Source: an optimization exercise on an open RTL-to-GDS flow (aim: small area and a short achievable clock period). Production flows keep margins and buffers that such runs may drop. Only simulation tests tie the RTL to the original design; equivalence was not proved. Power and IR drop assume default switching activity.

`design.v`:
```
package rtl_pkg;
typedef struct packed {
                       logic misp;
                       logic ataken;
                       logic boffset;
                       logic pc4;
                       logic [1:0] hist;
                       logic [11:0] toffset;
                       logic valid;
                       logic br_error;
                       logic br_start_error;
                       logic pcall;
                       logic pja;
                       logic way;
                       logic pret;
                       logic [31:1] prett;
                       } rtl_predict_pkt_t;
typedef struct packed {
                       logic clz;   
                       logic ctz;   
                       logic cpop;
                       logic siext_b;
                       logic siext_h;
                       logic min;
                       logic max;
                       logic pack;
                       logic packu;
                       logic packh;
                       logic rol;  
                       logic ror;  
                       logic grev;
                       logic gorc;
                       logic zbb;
                       logic bset;
                       logic bclr;
                       logic binv;
                       logic bext;
                       logic sh1add;  
                       logic sh2add;  
                       logic sh3add;  
                       logic zba;  
                       logic land;  
                       logic lor;  
                       logic lxor;  
                       logic sll;  
                       logic srl;  
                       logic sra;  
                       logic beq;
                       logic bne;
                       logic blt;
                       logic bge;
                       logic add;     
                       logic sub;     
                       logic slt;     
                       logic unsign;  
                       logic jal;
                       logic predict_t;
                       logic predict_nt;
                       logic csr_write;
                       logic csr_imm;
                       } rtl_alu_pkt_t;
endpackage  
module rvdff #( parameter WIDTH=1, SHORT=0 )
   (
     input logic [WIDTH-1:0] din,
     input logic           clk,
     input logic                   rst_l,
     output logic [WIDTH-1:0] dout
     );
if (SHORT == 1) begin
   assign dout = din;
end
else begin
   always_ff @(posedge clk or negedge rst_l) begin
      if (rst_l == 0)
        dout[WIDTH-1:0] <= 0;
      else
        dout[WIDTH-1:0] <= din[WIDTH-1:0];
   end
end
endmodule
module rvdffs #( parameter WIDTH=1, SHORT=0 )
   (
     input logic [WIDTH-1:0] din,
     input logic             en,
     input logic           clk,
     input logic                   rst_l,
     output logic [WIDTH-1:0] dout
     );
if (SHORT == 1) begin : genblock
   assign dout = din;
end
else begin : genblock
   rvdff #(WIDTH) dffs (.din((en) ? din[WIDTH-1:0] : dout[WIDTH-1:0]), .*);
end
endmodule
module rvdffe #( parameter WIDTH=1, SHORT=0, OVERRIDE=0 )
   (
     input  logic [WIDTH-1:0] din,
     input  logic           en,
     input  logic           clk,
     input  logic           rst_l,
     input  logic             scan_mode,
     output logic [WIDTH-1:0] dout
     );
   logic                      l1clk;
if (SHORT == 1) begin : genblock
   if (1) begin : genblock
      assign dout = din;
   end
end
else begin : genblock
      rvdffs #(WIDTH) dff ( .* );
end  
endmodule  
module Bit_Manipulation_Unit
(
    input logic clk,        
    input logic rst_l,      
    input logic scan_mode,  
    input logic                valid_in,        
    input logic         [41:0] ap,              
    input logic                csr_ren_in,      
    input logic         [31:0] csr_rddata_in,   
    input logic signed  [31:0] a_in,            
    input logic         [31:0] b_in,            
    output logic [31:0] result_ff,   
    output logic error
);
  rtl_pkg::rtl_alu_pkt_t ap_pkt;
  assign ap_pkt = ap;
  localparam logic [4:0] BITMANIP_ZBA = 5'h01;
  localparam logic [4:0] BITMANIP_ZBB = 5'h01;
  localparam logic [4:0] BITMANIP_ZBE = 5'h00;
  localparam logic [4:0] BITMANIP_ZBF = 5'h00;
  localparam logic [4:0] BITMANIP_ZBP = 5'h00;
  localparam logic [4:0] BITMANIP_ZBS = 5'h01;
  logic             [31:0] zba_a_in;
  logic             [31:0] aout;
  logic cout, ov, neg;
  logic [31:0] lout;
  logic [31:0] sout;
  logic        sel_shift;
  logic        sel_adder;
  logic        slt_one;
  logic eq, ne, lt, ge;
  logic [31:0] csr_write_data;
  logic [31:0] result;
  logic        ap_clz;
  logic        ap_ctz;
  logic        ap_cpop;
  logic        ap_siext_b;
  logic        ap_siext_h;
  logic        ap_min;
  logic        ap_max;
  logic        ap_rol;
  logic        ap_ror;
  logic        ap_rev8;
  logic        ap_orc_b;
  logic        ap_zbb;
  logic        ap_bset;
  logic        ap_bclr;
  logic        ap_binv;
  logic        ap_bext;
  logic        ap_pack;
  logic        ap_packu;
  logic        ap_packh;
  logic        ap_sh1add;
  logic        ap_sh2add;
  logic        ap_sh3add;
  logic        ap_zba;
  if (BITMANIP_ZBB == 1) begin
    assign ap_clz    = ap_pkt.clz;
    assign ap_ctz    = ap_pkt.ctz;
    assign ap_cpop   = ap_pkt.cpop;
    assign ap_siext_b = ap_pkt.siext_b;
    assign ap_siext_h = ap_pkt.siext_h;
    assign ap_min    = ap_pkt.min;
    assign ap_max    = ap_pkt.max;
  end else begin
    assign ap_clz    = 1'b0;
    assign ap_ctz    = 1'b0;
    assign ap_cpop   = 1'b0;
    assign ap_siext_b = 1'b0;
    assign ap_siext_h = 1'b0;
    assign ap_min    = 1'b0;
    assign ap_max    = 1'b0;
  end
  if ((BITMANIP_ZBB == 1) | (BITMANIP_ZBP == 1)) begin
    assign ap_rol   = ap_pkt.rol;
    assign ap_ror   = ap_pkt.ror;
    assign ap_rev8  = ap_pkt.grev & (b_in[4:0] == 5'b11000);
    assign ap_orc_b = ap_pkt.gorc & (b_in[4:0] == 5'b00111);
    assign ap_zbb   = ap_pkt.zbb;
  end else begin
    assign ap_rol   = 1'b0;
    assign ap_ror   = 1'b0;
    assign ap_rev8  = 1'b0;
    assign ap_orc_b = 1'b0;
    assign ap_zbb   = 1'b0;
  end
  if (BITMANIP_ZBS == 1) begin
    assign ap_bset = ap_pkt.bset;
    assign ap_bclr = ap_pkt.bclr;
    assign ap_binv = ap_pkt.binv;
    assign ap_bext = ap_pkt.bext;
  end else begin
    assign ap_bset = 1'b0;
    assign ap_bclr = 1'b0;
    assign ap_binv = 1'b0;
    assign ap_bext = 1'b0;
  end
  if (BITMANIP_ZBP == 1) begin
    assign ap_packu = ap_pkt.packu;
  end else begin
    assign ap_packu = 1'b0;
  end
  if ( (BITMANIP_ZBB == 1) | (BITMANIP_ZBP == 1) | (BITMANIP_ZBE == 1) | (BITMANIP_ZBF == 1) )
     begin
    assign ap_pack  = ap_pkt.pack;
    assign ap_packh = ap_pkt.packh;
  end else begin
    assign ap_pack  = 1'b0;
    assign ap_packh = 1'b0;
  end
  if (BITMANIP_ZBA == 1) begin
    assign ap_sh1add = ap_pkt.sh1add;
    assign ap_sh2add = ap_pkt.sh2add;
    assign ap_sh3add = ap_pkt.sh3add;
    assign ap_zba    = ap_pkt.zba;
  end else begin
    assign ap_sh1add = 1'b0;
    assign ap_sh2add = 1'b0;
    assign ap_sh3add = 1'b0;
    assign ap_zba    = 1'b0;
  end
  rvdffe #(32) i_result_ff (
      .*,
      .clk (clk),
      .en  (valid_in),
      .din (result[31:0]),
      .dout(result_ff[31:0])
  );
  assign zba_a_in[31:0]      = ( {32{ ap_sh1add}} & {a_in[30:0],1'b0} ) |
                                ( {32{ ap_sh2add}} & {a_in[29:0],2'b0} ) |
                                ( {32{ ap_sh3add}} & {a_in[28:0],3'b0} ) |
                                ( {32{~ap_zba   }} &  a_in[31:0]       );
  logic [31:0] bm;
  assign bm[31:0] = (ap_pkt.sub) ? ~b_in[31:0] : b_in[31:0];
  assign {cout, aout[31:0]} = {1'b0, zba_a_in[31:0]} + {1'b0, bm[31:0]} + {32'b0, ap_pkt.sub};
  assign ov = (~a_in[31] & ~bm[31] & aout[31]) | (a_in[31] & bm[31] & ~aout[31]);
  assign lt = (~ap_pkt.unsign & (neg ^ ov)) | (ap_pkt.unsign & ~cout);
  assign eq = (a_in[31:0] == b_in[31:0]);
  assign ne = ~eq;
  assign neg = aout[31];
  assign ge = ~lt;
  assign lout[31:0]          =   ( {32{csr_ren_in       }} &  csr_rddata_in[31:0]       ) |
                                 ( {32{ap_pkt.land & ~ap_zbb}} &  a_in[31:0] &  b_in[31:0]  ) |
                                 ( {32{ap_pkt.lor  & ~ap_zbb}} & (a_in[31:0] |  b_in[31:0]) ) |
                                 ( {32{ap_pkt.lxor & ~ap_zbb}} & (a_in[31:0] ^  b_in[31:0]) ) |
                                 ( {32{ap_pkt.land &  ap_zbb}} &  a_in[31:0] & ~b_in[31:0]  ) |
                                 ( {32{ap_pkt.lor  &  ap_zbb}} & (a_in[31:0] | ~b_in[31:0]) ) |
                                 ( {32{ap_pkt.lxor &  ap_zbb}} & (a_in[31:0] ^ ~b_in[31:0]) );
  logic [ 5:0] shift_amount;
  logic [31:0] shift_mask;
  logic [62:0] shift_extend;
  logic [62:0] shift_long;
  assign shift_amount[5:0]            = ( { 6{ap_pkt.sll}}   & (6'd32 - {1'b0,b_in[4:0]}) ) |    
                                         ( { 6{ap_pkt.srl}}   &          {1'b0,b_in[4:0]}  ) |
                                         ( { 6{ap_pkt.sra}}   &          {1'b0,b_in[4:0]}  ) |
                                         ( { 6{ap_rol}}   & (6'd32 - {1'b0,b_in[4:0]}) ) |
                                         ( { 6{ap_ror}}   &          {1'b0,b_in[4:0]}  ) |
                                         ( { 6{ap_bext}}  &          {1'b0,b_in[4:0]}  );
  assign shift_mask[31:0] = (32'hffffffff << ({5{ap_pkt.sll}} & b_in[4:0]));
  assign shift_extend[31:0] = a_in[31:0];
  assign shift_extend[62:32]          = ( {31{ap_pkt.sra}} & {31{a_in[31]}} ) |
                                         ( {31{ap_pkt.sll}} &     a_in[30:0] ) |
                                         ( {31{ap_rol}} &     a_in[30:0] ) |
                                         ( {31{ap_ror}} &     a_in[30:0] );
  assign shift_long[62:0] = (shift_extend[62:0] >> shift_amount[4:0]);   
  assign sout[31:0] = shift_long[31:0] & shift_mask[31:0];
  logic        bitmanip_clz_ctz_sel;
  logic [31:0] bitmanip_a_reverse_ff;
  logic [31:0] bitmanip_lzd_in;
  logic [ 5:0] bitmanip_dw_lzd_enc;
  logic [ 5:0] bitmanip_clz_ctz_result;
  assign bitmanip_clz_ctz_sel = ap_clz | ap_ctz;
  assign bitmanip_a_reverse_ff[31:0] = {
    a_in[0],
    a_in[1],
    a_in[2],
    a_in[3],
    a_in[4],
    a_in[5],
    a_in[6],
    a_in[7],
    a_in[8],
    a_in[9],
    a_in[10],
    a_in[11],
    a_in[12],
    a_in[13],
    a_in[14],
    a_in[15],
    a_in[16],
    a_in[17],
    a_in[18],
    a_in[19],
    a_in[20],
    a_in[21],
    a_in[22],
    a_in[23],
    a_in[24],
    a_in[25],
    a_in[26],
    a_in[27],
    a_in[28],
    a_in[29],
    a_in[30],
    a_in[31]
  };
  assign bitmanip_lzd_in[31:0]        = ( {32{ap_clz}} & a_in[31:0]                 ) |
                                         ( {32{ap_ctz}} & bitmanip_a_reverse_ff[31:0]);
  logic   [31:0] bitmanip_lzd_os;
  integer        i;
  logic          found;
  always_comb begin
    bitmanip_lzd_os[31:0] = bitmanip_lzd_in[31:0];
    bitmanip_dw_lzd_enc[5:0] = 6'b0;
    found = 1'b0;
    for (int i = 0; i < 32; i++) begin
      if (found == 0) begin
        if (bitmanip_lzd_os[31] == 1'b0) begin
          bitmanip_dw_lzd_enc[5:0] = bitmanip_dw_lzd_enc[5:0] + 6'b00_0001;
          bitmanip_lzd_os[31:0] = bitmanip_lzd_os[31:0] << 1;
        end else found = 1'b1;
      end
    end
  end
  assign bitmanip_clz_ctz_result[5:0] = {6{bitmanip_clz_ctz_sel}} & {bitmanip_dw_lzd_enc[5],( {5{~bitmanip_dw_lzd_enc[5]}} & bitmanip_dw_lzd_enc[4:0] )};
  logic   [5:0] bitmanip_cpop;
  logic   [5:0] bitmanip_cpop_result;
  integer       bitmanip_cpop_i;
  always_comb begin
    bitmanip_cpop[5:0] = 6'b0;
    for (bitmanip_cpop_i = 0; bitmanip_cpop_i < 32; bitmanip_cpop_i++) begin
      bitmanip_cpop[5:0] = bitmanip_cpop[5:0] + {5'b0, a_in[bitmanip_cpop_i]};
    end   
  end   
  assign bitmanip_cpop_result[5:0] = {6{ap_cpop}} & bitmanip_cpop[5:0];
  logic [31:0] bitmanip_siext_result;
  assign bitmanip_siext_result[31:0]   = ( {32{ap_siext_b}} & { {24{a_in[7]}} ,a_in[7:0]  } ) |
                                         ( {32{ap_siext_h}} & { {16{a_in[15]}},a_in[15:0] } );
  logic        bitmanip_minmax_sel;
  logic [31:0] bitmanip_minmax_result;
  assign bitmanip_minmax_sel = ap_min | ap_max;
  logic bitmanip_minmax_sel_a;
  assign bitmanip_minmax_sel_a = ge ^ ap_min;
  assign bitmanip_minmax_result[31:0] = ({32{bitmanip_minmax_sel &  bitmanip_minmax_sel_a}}  &  a_in[31:0]) |
                                         ({32{bitmanip_minmax_sel & ~bitmanip_minmax_sel_a}}  &  b_in[31:0]);
  logic [31:0] bitmanip_pack_result;
  logic [31:0] bitmanip_packu_result;
  logic [31:0] bitmanip_packh_result;
  assign bitmanip_pack_result[31:0]  = {32{ap_pack}} & {b_in[15:0], a_in[15:0]};
  assign bitmanip_packu_result[31:0] = {32{ap_packu}} & {b_in[31:16], a_in[31:16]};
  assign bitmanip_packh_result[31:0] = {32{ap_packh}} & {16'b0, b_in[7:0], a_in[7:0]};
  logic [31:0] bitmanip_rev8_result;
  logic [31:0] bitmanip_orc_b_result;
  assign bitmanip_rev8_result[31:0]   = {32{ap_rev8}}  & {a_in[7:0],a_in[15:8],a_in[23:16],a_in[31:24]};
  assign bitmanip_orc_b_result[31:0]  = {32{ap_orc_b}} & { {8{| a_in[31:24]}}, {8{| a_in[23:16]}}, {8{| a_in[15:8]}}, {8{| a_in[7:0]}} };
  logic [31:0] bitmanip_sb_1hot;
  logic [31:0] bitmanip_sb_data;
  assign bitmanip_sb_1hot[31:0] = (32'h00000001 << b_in[4:0]);
  assign bitmanip_sb_data[31:0]       = ( {32{ap_bset}} & ( a_in[31:0] |  bitmanip_sb_1hot[31:0]) ) |
                                         ( {32{ap_bclr}} & ( a_in[31:0] & ~bitmanip_sb_1hot[31:0]) ) |
                                         ( {32{ap_binv}} & ( a_in[31:0] ^  bitmanip_sb_1hot[31:0]) );
  assign sel_shift = ap_pkt.sll | ap_pkt.srl | ap_pkt.sra | ap_rol | ap_ror;
  assign sel_adder = (ap_pkt.add | ap_pkt.sub | ap_zba) & ~ap_pkt.slt & ~ap_min & ~ap_max;
  assign csr_write_data[31:0] = (ap_pkt.csr_imm) ? b_in[31:0] : a_in[31:0];
  assign slt_one = ap_pkt.slt & lt;
  assign result[31:0]        = error == 0 ? (
                                lout[31:0]                                                  |
                                ({32{sel_shift}}    &  sout[31:0]           )               |
                                ({32{sel_adder}}    &  aout[31:0]           )               |
                                ({32{ap_pkt.csr_write}} &  csr_write_data[31:0] )               |
                                                      {31'b0, slt_one}                      |
                                ({32{ap_bext}}      & {31'b0, sout[0]}      )               |
                                                      {26'b0, bitmanip_clz_ctz_result[5:0]} |
                                                      {26'b0, bitmanip_cpop_result[5:0]}    |
                                                       bitmanip_siext_result[31:0]          |
                                                       bitmanip_minmax_result[31:0]         |
                                                       bitmanip_pack_result [31:0]          |
                                                       bitmanip_packu_result[31:0]          |
                                                       bitmanip_packh_result[31:0]          |
                                                       bitmanip_rev8_result [31:0]          |
                                                       bitmanip_orc_b_result[31:0]          |
                                                       bitmanip_sb_data[31:0] ) : 0;         
  assign error = rst_l == 0 ? 0 : 
                 ((csr_ren_in == 1 & ap_pkt != 0) ? 1 :
                (!ap_zba & (ap_sh1add | ap_sh2add | ap_sh3add ) ? 1:
                (ap_zba & ap_pkt.sub ? 1: 0)));
endmodule   
```
`run.sh`:
```
#!/bin/bash
# synth_recipe.tcl (not shown) runs the flow's synth.tcl, then flattens the netlist and writes it again
# the make line also repeats each setting of config.mk as NAME=value (left out here)
make -C /OpenROAD-flow-scripts/flow DESIGN_CONFIG=/design/flow/config.mk WORK_HOME=/design/flow/orfs CLKGATE_MAP_FILE= SYNTH_SCRIPT=/design/flow/synth_recipe.tcl finish
```
`config.mk`:
```
export PLATFORM = sky130hd
export DESIGN_NAME = Bit_Manipulation_Unit
export DESIGN_NICKNAME = Bit_Manipulation_Unit
export VERILOG_FILES = /design/flow/design.v
export SDC_FILE = /design/flow/constraint.sdc
export NUM_CORES = 4
export LEC_CHECK = 0
export CAP_MARGIN = 20
export CORE_MARGIN = 2
export CORE_UTILIZATION = 40
export SLEW_MARGIN = 20
```
`constraint.sdc`:
```
create_clock -name core_clock -period 24.0 [get_ports {clk}]
set_input_delay 4.8000 -clock core_clock [delete_from_list [all_inputs] [get_ports {clk}]]
set_output_delay 4.8000 -clock core_clock [all_outputs]
set_load 0.01 [all_outputs]
```
==> results by group <==
Synthesis
  – Number of flops mapped to enable cells by yosys: 0
  – Synth Register Bits: 32
  – Synthesized area per cell: 6.846 µm²
  – Async set-or-reset flop fraction in the synthesized netlist: 100.0%
  – Most common flop cell mapped by yosys: dfrtp_1
  – Syn Std Cell Area: 0.02237 mm²
  – Register area share after synthesis: 3.580%
  – Cell variety after synth: 126
  – Post-Synthesis Cells: 3267
  – Syn Nets: 3637
  – Ys Warns: 2

Placed design
  – PortBufs: 174
  – Final RePlAce weighted congestion: 1.065
  – HPWL Detailed: 87780 µm

Setup path
  – Critical path class: input pin to flop
  – Worst-path fanout max: 15
  – Max stage delay on crit path: 540 ps
  – CP max-delay cell: clkdlybuf4s50_1
  – Worst Path Arrival: 23030 ps
  – Path depth of the worst reg2reg path: 9
  – Cell mode on critical path: ha_1
  – Critical Path Start Type: input pin
  – CP Data Required Time: 24150 ps
  – Element type at the critical path end: flop
  – R2R Setup Slk: 21600 ps

GRT
  – Grt ovf: 0
  – Initial antenna violation count: 4
  – Largest net degree at the start of global routing: 74
  – Total GRT Usage: 39.71%
  – Vias in the first global route: 26261
  – First-pass GRT wire length: 172700 µm

Cells and area
  – Finished Core Util: 44.92%
  – Most frequent cells in the layout: nand2_1 (392), o21ai_0 (252), a21oi_1 (242)
  – Fin nets: 3649
  – Max FFs per register: 32
  – Largest register by flop count: i_result_ff.genblock.dff.genblock.dffs.dout
  – Layout cell share with drive strength beyond 1: 7.165%
  – Commonest non-fill, non-tap cell in the layout: nand2_1
  – Area growth from synthesis to layout: 10.85%
  – Biggest regs: i_result_ff.genblock.dff.genblock.dffs.dout x32

Power
  – Sequential power share: 6.4%
  – P_sw: 0.5773 mW
  – Pwr dens: 40.02 mW/mm²
  – Lkg Pwr: 10.06 nW
  – Power share of the combinational group: 86.4%
  – Pint: 0.4148 mW
  – Clock Power Share: 7.1%
  – Largest vdd supply drop: 67.86 µV
  – Sw frac: 58.19%

Drt
  – DRC: 0
  – DR vias: 28031
  – Routed wire length: 118900 µm
  – Vias/cell: 6.952
  – Post-DRT Antenna Nets: 0
  – Drt pass-1 iters: 9
  – Drt first-iter violations: 4069
  – WL/cell: 29.49 µm

Floorplan
  – # rows: 86
  – Top Ports: 176
  – Chip Width: 240.5 µm
  – DIE HEIGHT: 240.5 µm
  – Die area: 0.05782 mm²
  – Core area: 0.05520 mm²
  – Initial core utilization: 40.52%

Clock network
  – Worst-Skew Late Latency: 270 ps
  – Longest Clk Path Bufs: 2
  – H-tree depth: 2
  – Root Buffer: clkbuf_16
  – Clock Pin Slew Worst Setup and Hold Paths: 50 ps
  – Post-CTS Setup Repair Bufs: 0
  – CTS buffer count: 5
  – Post-CTS Hold Buffers: 0
  – Sink Count: 32
  – TritonCTS clock tree: built

Timing
  – Tcrit/Tclk final: 95.34%
  – Fmax: 43.70 MHz
  – Setup TNS: 0 ps
  – Final setup violation count: 0
  – Worst-Margin Slew: 1299 ps
  – Final Hold Viols: 0
  – WHS: 526.4 ps
  – Final Max Slew Viols: 0
  – RSZ-0062 raised after global routing: false
  – Setup Skew: 0 ps
  – Final min period: 22880 ps
  – Relative slew margins: 13.21%

Run
  – Max-cap viol count: 0

Outcome
  – Status: timing/DRC/antenna clean

Hold path
  – Min-Delay Path Class: flop to flop
  – WHS Path Cells: 1
## area by class of cell
cell class,count,area [µm²]
well taps,748,935.9
flip-flops and latches,32,800.8
clock inverters,2,35.03
diodes,4,10.01
inverters,156,585.6
clock buffers,6,128.9
multi-input cells,2793,19710
repair buffers,291,2590
fillers,5806,30410
## power by group through the flow
| stage | clock, mW | combinational [mW] | sequential (mW) |
|---|---|---|---|
| floorplan | 0 | 0.544 | 0.0671 |
| detailed placement | 0 | 0.827 | 0.0649 |
| global placement | 0 | 0.811 | 0.0649 |
| CTS | 0.0719 | 0.831 | 0.0640 |
| finish | 0.0705 | 0.858 | 0.0639 |
| global route | 0.0754 | 0.919 | 0.0645 |
## through the flow
step,cell area (µm²),setup slack (ps),instances,power (mW)
global route,24780,10.34,4028,1.059
global placement,24570,1024,4017,0.8756
detailed placement,24580,686.8,4017,0.8919
floorplan,22370,2172,3267,0.6113
CTS,24740,904.5,4025,0.9670
finish,24790,1117,4032,0.9921
## critical path, delay by kind of cell
kind / cells / cell delay [ps]
compound gates: 26 / 4030
mux: 12 / 2140
simple gates: 21 / 2090
fa+ha+maj: 29 / 8510
buf+inv: 9 / 1450
## layer usage
layer  vias to the layer above  track usage (%)  part of all wire (%)
met2                      1886            62.06                    43
met3                       464            9.047                    11
li1                      12357                -                     -
met5                         -                0                 0.027
met1                     13318            48.62                    38
met4                         6            26.46                   8.0
## cells by family (layout without fill, tap and decap cells)
logic type	after synthesis	in the layout	share of synthesized area, %
xor gates and xnor gates	172	172	7.166
adders and majority gates	228	228	13.58
DFF	32	32	3.580
buffers and inverters	442	455	8.699
other	0	4	0
muxes	183	183	8.386
AOI/OAI and AO/OA	1225	1225	38.01
and+or+nand+nor	985	985	20.58
## cell usage after synthesis, types with 24 or more instances
master       n  share of area [%]
nand2_1    392                6.6
o21ai_0    252                5.6
a21oi_1    244                5.5
nor2_1     239                4.0
ha_1       202                 11
clkbuf_1   197                3.3
mux2i_1    169                7.6
inv_1      155                2.6
xor2_1     122                4.8
o211ai_1    93                3.1
nand3_1     85                1.9
a22oi_1     66                2.2
a211oi_1    65                2.2
nor3_1      58                1.3
o22ai_1     49                1.4
a221oi_1    48                1.9
xnor2_1     43                1.7
a221o_1     36                1.6
a222oi_1    33                1.5
dfrtp_1     32                3.6
o2111ai_1   31                1.2
buf_2       29               0.65
nand4_1     27               0.76
fa_1        25                2.2
and3_1      24               0.67
buf_6       24                1.2
o221ai_1    24               0.94
## worst paths after layout
check                                                               startpoint                                               to
worst max-delay path                                                   a_in[1]   i_result_ff.genblock.dff.genblock.dffs.dout[4]
worst min-delay path            i_result_ff.genblock.dff.genblock.dffs.dout[5]   i_result_ff.genblock.dff.genblock.dffs.dout[5]
worst max register to register  i_result_ff.genblock.dff.genblock.dffs.dout[3]   i_result_ff.genblock.dff.genblock.dffs.dout[3]
worst min register to register  i_result_ff.genblock.dff.genblock.dffs.dout[5]   i_result_ff.genblock.dff.genblock.dffs.dout[5]
max in group asynchronous                                                rst_l   i_result_ff.genblock.dff.genblock.dffs.dout[2]
min in group asynchronous                                                rst_l  i_result_ff.genblock.dff.genblock.dffs.dout[16]
## timing repair
action                                 CTS  global route
setup endpoints to repair                0             6
endpoints found under the hold margin    0             0
resized for setup                        0             4

## afterwards: timing with drivers on the ports
How much do the figures lean on ideal ports? The routed layout below was timed once more, with nothing changed but the port constraints.
Step 1, drivers: a clkbuf_16 drives clk and a buf_2 each remaining input, both assumed.
Step 2 moves the port delays by t, midway between the first and last clock arrival at a register: inputs arrive t later, outputs are due t later. That takes back most of the time a late clock gives input paths.
Three values: ideal ports, drivers, drivers and shift; two values: the first two.
t (ns): 0.309
setup slack, ns: 1.117 / 1.128 / 0.819
worst setup path after step 2: input to register
latest minus earliest clock arrival (ns): 0.006 / 0.006
worst register clock-pin slew, ns: 0.05 / 0.05
After both steps this run still meets setup and hold. For this run, drivers alone change the setup slack by +0.011 ns; drivers and shift together by -0.298 ns.
